Source: an optimization exercise on an open RTL-to-GDS flow (aim: small area, a short achievable clock period and few clock cycles). Production flows keep margins and buffers that such runs may drop. Only simulation tests tie the RTL to the original design; equivalence was not proved.

==> flow/design.v <==
module fir_filter #(
    parameter DATA_WIDTH = 16,
    parameter TAPS = 16
)(
    input wire clk,
    input wire reset,
    input wire start_fir,                  
    input wire [1:0] filter_mode,          
    input wire [TAPS*DATA_WIDTH-1:0] input_buffer,  
    output reg signed [DATA_WIDTH-1:0] fir_output,
    output reg fir_done
);
    reg signed [DATA_WIDTH-1:0] coeffs [0:TAPS-1];
    reg [$clog2(TAPS):0] tap_ptr;
    reg signed [2*DATA_WIDTH-1:0] acc;
    reg fir_active;
    wire signed [DATA_WIDTH-1:0] sample = input_buffer[tap_ptr[$clog2(TAPS)-1:0]*DATA_WIDTH +: DATA_WIDTH];
    wire signed [2*DATA_WIDTH-1:0] acc_next = acc + sample * coeffs[tap_ptr[$clog2(TAPS)-1:0]];
    integer i;
    always @(*) begin
        case (filter_mode)
            2'b00: begin
                coeffs[0]  =  12'sd100;  coeffs[1]  =  12'sd200;
                coeffs[2]  =  12'sd400;  coeffs[3]  =  12'sd600;
                coeffs[4]  =  12'sd800;  coeffs[5]  =  12'sd1000;
                coeffs[6]  =  12'sd1200; coeffs[7]  =  12'sd1400;
                coeffs[8]  =  12'sd1400; coeffs[9]  =  12'sd1200;
                coeffs[10] =  12'sd1000; coeffs[11] =  12'sd800;
                coeffs[12] =  12'sd600;  coeffs[13] =  12'sd400;
                coeffs[14] =  12'sd200;  coeffs[15] =  12'sd100;
            end
            2'b01: begin
                coeffs[0]  = -12'sd100;  coeffs[1]  = -12'sd200;
                coeffs[2]  = -12'sd300;  coeffs[3]  = -12'sd400;
                coeffs[4]  = -12'sd500;  coeffs[5]  = -12'sd600;
                coeffs[6]  = -12'sd700;  coeffs[7]  =  12'sd808;
                coeffs[8]  =  12'sd808;  coeffs[9]  = -12'sd700;
                coeffs[10] = -12'sd600;  coeffs[11] = -12'sd500;
                coeffs[12] = -12'sd400;  coeffs[13] = -12'sd300;
                coeffs[14] = -12'sd200;  coeffs[15] = -12'sd100;
            end
            2'b10: begin
                coeffs[0]  =  12'sd0;    coeffs[1]  =  12'sd100;
                coeffs[2]  =  12'sd200;  coeffs[3]  =  12'sd400;
                coeffs[4]  =  12'sd600;  coeffs[5]  =  12'sd800;
                coeffs[6]  =  12'sd1000; coeffs[7]  = -12'sd1200;
                coeffs[8]  = -12'sd1200; coeffs[9]  =  12'sd1000;
                coeffs[10] =  12'sd800;  coeffs[11] =  12'sd600;
                coeffs[12] =  12'sd400;  coeffs[13] =  12'sd200;
                coeffs[14] =  12'sd100;  coeffs[15] =  12'sd0;
            end
            default: begin
                for (i = 0; i < TAPS; i = i + 1)
                    coeffs[i] = 12'sd0;
            end
        endcase
    end
    always @(posedge clk or posedge reset) begin
        if (reset) begin
            tap_ptr    <= 0;
            acc        <= 0;
            fir_output <= 0;
            fir_done   <= 0;
            fir_active <= 0;
        end else begin
            if (start_fir && !fir_active) begin
                fir_active <= 1;
                tap_ptr    <= 0;
                acc        <= 0;
                fir_done   <= 0;
            end else if (fir_active) begin
                acc <= acc_next;
                tap_ptr <= tap_ptr + 1;
                if (tap_ptr == TAPS - 1) begin
                    fir_output <= acc_next >>> 12;  
                    fir_done   <= 1;
                    fir_active <= 0;
                end
            end else begin
                fir_done <= 0;
            end
        end
    end
endmodule
==> flow/run.sh <==
#!/bin/bash
# synth_recipe.tcl (not shown) runs the flow's synth.tcl, then flattens the netlist and writes it again
# the make line also repeats each setting of config.mk as NAME=value (left out here)
make -C /OpenROAD-flow-scripts/flow DESIGN_CONFIG=/design/flow/config.mk WORK_HOME=/design/flow/orfs CLKGATE_MAP_FILE= SYNTH_SCRIPT=/design/flow/synth_recipe.tcl finish
==> flow/config.mk <==
export PLATFORM = sky130hd
export DESIGN_NAME = fir_filter
export DESIGN_NICKNAME = fir_filter
export VERILOG_FILES = /design/flow/design.v
export SDC_FILE = /design/flow/constraint.sdc
export NUM_CORES = 4
export LEC_CHECK = 0
export CAP_MARGIN = 20
export CORE_MARGIN = 2
export CORE_UTILIZATION = 40
export PLACE_DENSITY = 0.6
export SLEW_MARGIN = 20
==> flow/constraint.sdc <==
create_clock -name core_clock -period 11.0 [get_ports {clk}]
set_input_delay 2.2000 -clock core_clock [delete_from_list [all_inputs] [get_ports {clk}]]
set_output_delay 2.2000 -clock core_clock [all_outputs]
set_load 0.01 [all_outputs]
==> results.tsv <==
metric	value	unit
Num CTS Buffers	5	
clk slew on worst S/H paths	0.07	ns
Worst Max-Slew Pin Slew	1.02	ns
Yosys cell types	56	
DRC violations left	0	
HP Class	reg2reg	
DR iter-0 viols	623	
global-route wire length before repair	63600	µm
Yosys reg bits	49	
Seq/Total Area, Yosys	9.49	%
Post-CTS Hold Buffers	0	
# rows	65	
largest fanout on the critical path	16	
Yosys top cell by area	fa_1	
Hold Path Stages	1	
Warnings, synthesis	2	
Tmin final	9.89	ns
WHS	0.479	ns
PortBufs	277	
Clock Latency Late Sink	0.30	ns
average size of a mapped cell	9.58	µm²
initial antenna violation count	6	
Critical Path Stages	28	
Mapped Cells	1349	
worst r2r path cells	27	
crit path launch type	primary input	
Die Span Y	184	µm
total negative slack	0	ns
final wirelength	41700	µm
Final #Nets	2167	
layout cells sized above 1	8.54	%
Gates resized, CTS repair	0	
max cap viols	0	
most frequent cell after synthesis	inv_1	
number of fill cells	2966	
Crit path largest cell delay	0.71	ns
unrepaired setup endpoints after global routing	no	
Pins Over Slew Limit	0	
slew margin rel.	32.0	%
WP data arrival	10.07	ns
final worst-path cycle share	89.9	%
WP buf/inv	6	
Synth top area share	31.6	%
status	finished clean	
DIE WIDTH	184	µm
DR WL/cell	20.9	µm
HPWL Detailed	37000	µm
post-CTS setup buffers	0	
Hold Vio Cnt, Final	0	
Post-synth EDFFs	0	
Vias/cell	5.27	
Area contributors post-synth	fa_1 (32%), mux4_2 (12%), ha_1 (11%)	
Worst Path Required	11.18	ns
Die Area	33800	µm²
GRT Total Usage	25.1	%
largest net degree at the start of global routing	63	
CP delay by family, top	adder cells	
final setup fails	0	
synth-to-layout area growth	25.6	%
total grt overflow	0	
clk_skew	0.0132	ns
TritonCTS clock tree	yes	
Syn Nets	1925	
Top Ports	278	
ANT nets after route	0	
slowest stage cell on the critical path	a32o_1	
Cell Area, Synth	12900	µm²
Post-synth top cells	inv_1 (296), fa_1 (204), nor2_1 (124), ha_1 (111), nand2_1 (99)	
Core Region	31700	µm²
clock buffer depth	2	
async set-or-reset flop fraction in the synthesized netlist	100	%
starting density of the core	40.7	%
H-tree depth	2	
clk sinks	49	
CTS root buffer	clkbuf_16	
gpl congestion	0.940	
WS Path Type	in2reg	
vias after detailed routing	10500	
DR pass1 iterations	5	
number of global-route vias before repair	11300	
most frequent CP cell	fa_1	
Fmax	101	MHz
top_reg_cell synth	dfrtp_1	
CP endpoint kind	flip-flop	
==> cells by family after synthesis <==
group,count (synthesis),share of synthesized area (%)
AOI/OAI and AO/OA,156,8.16
xor gates and xnor gates,44,2.98
adders and majority gates,315,42.4
buffers and inverters,357,10.8
DFF,49,9.49
muxes,111,15.2
and+or+nand+nor,317,11.0
==> path summary, 6_finish.rpt <==
kind | to | slack, ns | startpoint
max | fir_output[14]$_DFFE_PP0P_ | 1.11 | filter_mode[1]
min | fir_done$_DFFE_PP0P_ | 0.48 | fir_done$_DFFE_PP0P_
max reg2reg | fir_output[14]$_DFFE_PP0P_ | 2.00 | tap_ptr[0]$_DFFE_PP0P_
min reg2reg | fir_done$_DFFE_PP0P_ | 0.48 | fir_done$_DFFE_PP0P_
max in group asynchronous | tap_ptr[0]$_DFFE_PP0P_ | 8.12 | reset
min in group asynchronous | tap_ptr[0]$_DFFE_PP0P_ | 2.39 | reset
==> layout make-up <==
type | count | area, µm² | area share, %
Tap cell | 402 | 503 | 3.10
Inverter | 299 | 1120 | 6.92
Multi-Input combinational cell | 943 | 10300 | 63.5
Clock buffer | 8 | 146 | 0.902
Timing Repair Buffer | 293 | 2900 | 17.9
Antenna cell | 3 | 7.51 | 0.0463
Sequential cell | 49 | 1230 | 7.61
==> cells in the final DEF (no fill, tap or decap), types with 4 or more instances in the layout <==
master and count:
a211oi_1 4, a21o_1 17, a21oi_1 29, a221oi_2 4
a22o_1 6, a22oi_1 8, and2_1 13, and3_1 5
buf_4 15, clkbuf_16 5, clkdlybuf4s50_1 277, dfrtp_1 44
dfrtp_2 4, fa_1 204, ha_1 111, inv_1 295
inv_2 4, mux2_2 26, mux2i_1 18, mux4_2 66
nand2_1 99, nand2b_1 37, nand3_1 8, nor2_1 124
nor2b_1 10, nor3b_1 5, o21a_1 11, o21ai_0 30
o21ai_1 16, o21bai_1 4, o31ai_1 4, xnor2_1 38
xor2_1 6
==> metrics by stage <==
| stage | setup slack, ns | instances | util (%) | cell area [µm²] |
|---|---|---|---|---|
| 2_1_floorplan | 2.00 | 1349 | - | 12900 |
| 3_3_place_gp | 1.02 | 1985 | 50.6 | 16100 |
| 3_5_place_dp | 0.872 | 1985 | 50.6 | 16100 |
| 4_1_cts | 1.17 | 1993 | 51.1 | 16200 |
| 5_1_grt | 0.756 | 1995 | 51.1 | 16200 |
| 6_report | 1.11 | 1997 | 51.2 | 16200 |
==> layer usage <==
metal	track usage [%]	routed length, µm	vias up
met4	7.39	1340	8
met1	29.5	15700	5292
met5	0	43	-
li1	-	-	4812
met3	3.80	2170	62
met2	47.2	22400	341
==> state kept, by name (all words and copies together) (netlist names) <==
| signal | cells |
|---|---|
| fir_output | 16 |
| acc | 26 |
| tap_ptr | 5 |
| fir_active | 1 |
| fir_done | 1 |
Testbench counts, summed over its fixed seeds: cycles 17,416.

[port drivers added, routing unchanged]
Ports are ideal in the flow. The routed layout listed here was re-timed in OpenROAD. Step 1: set_driving_cell puts a clkbuf_16 on clk and a buf_2 on each other input, an assumption about the parent block. Step 2 times the ports against the registers' clock, not the clock port: input delays grow and output delays shrink by t, the midpoint of the rising clock arrivals with the driver on. a / b / c = ideal / step 1 / step 2; a / b = the first two.
t (ns): 0.331
slack for setup (ns): 1.106 / 1.088 / 0.758
clock arrival spread, ns: 0.013 / 0.013
worst register clock-pin slew, ns: 0.07 / 0.07
cell pins on the clock port's net: 1
After both steps setup and hold are still met in this run. The setup slack of this run moves by -0.018 ns with the drivers and by -0.348 ns with both steps.
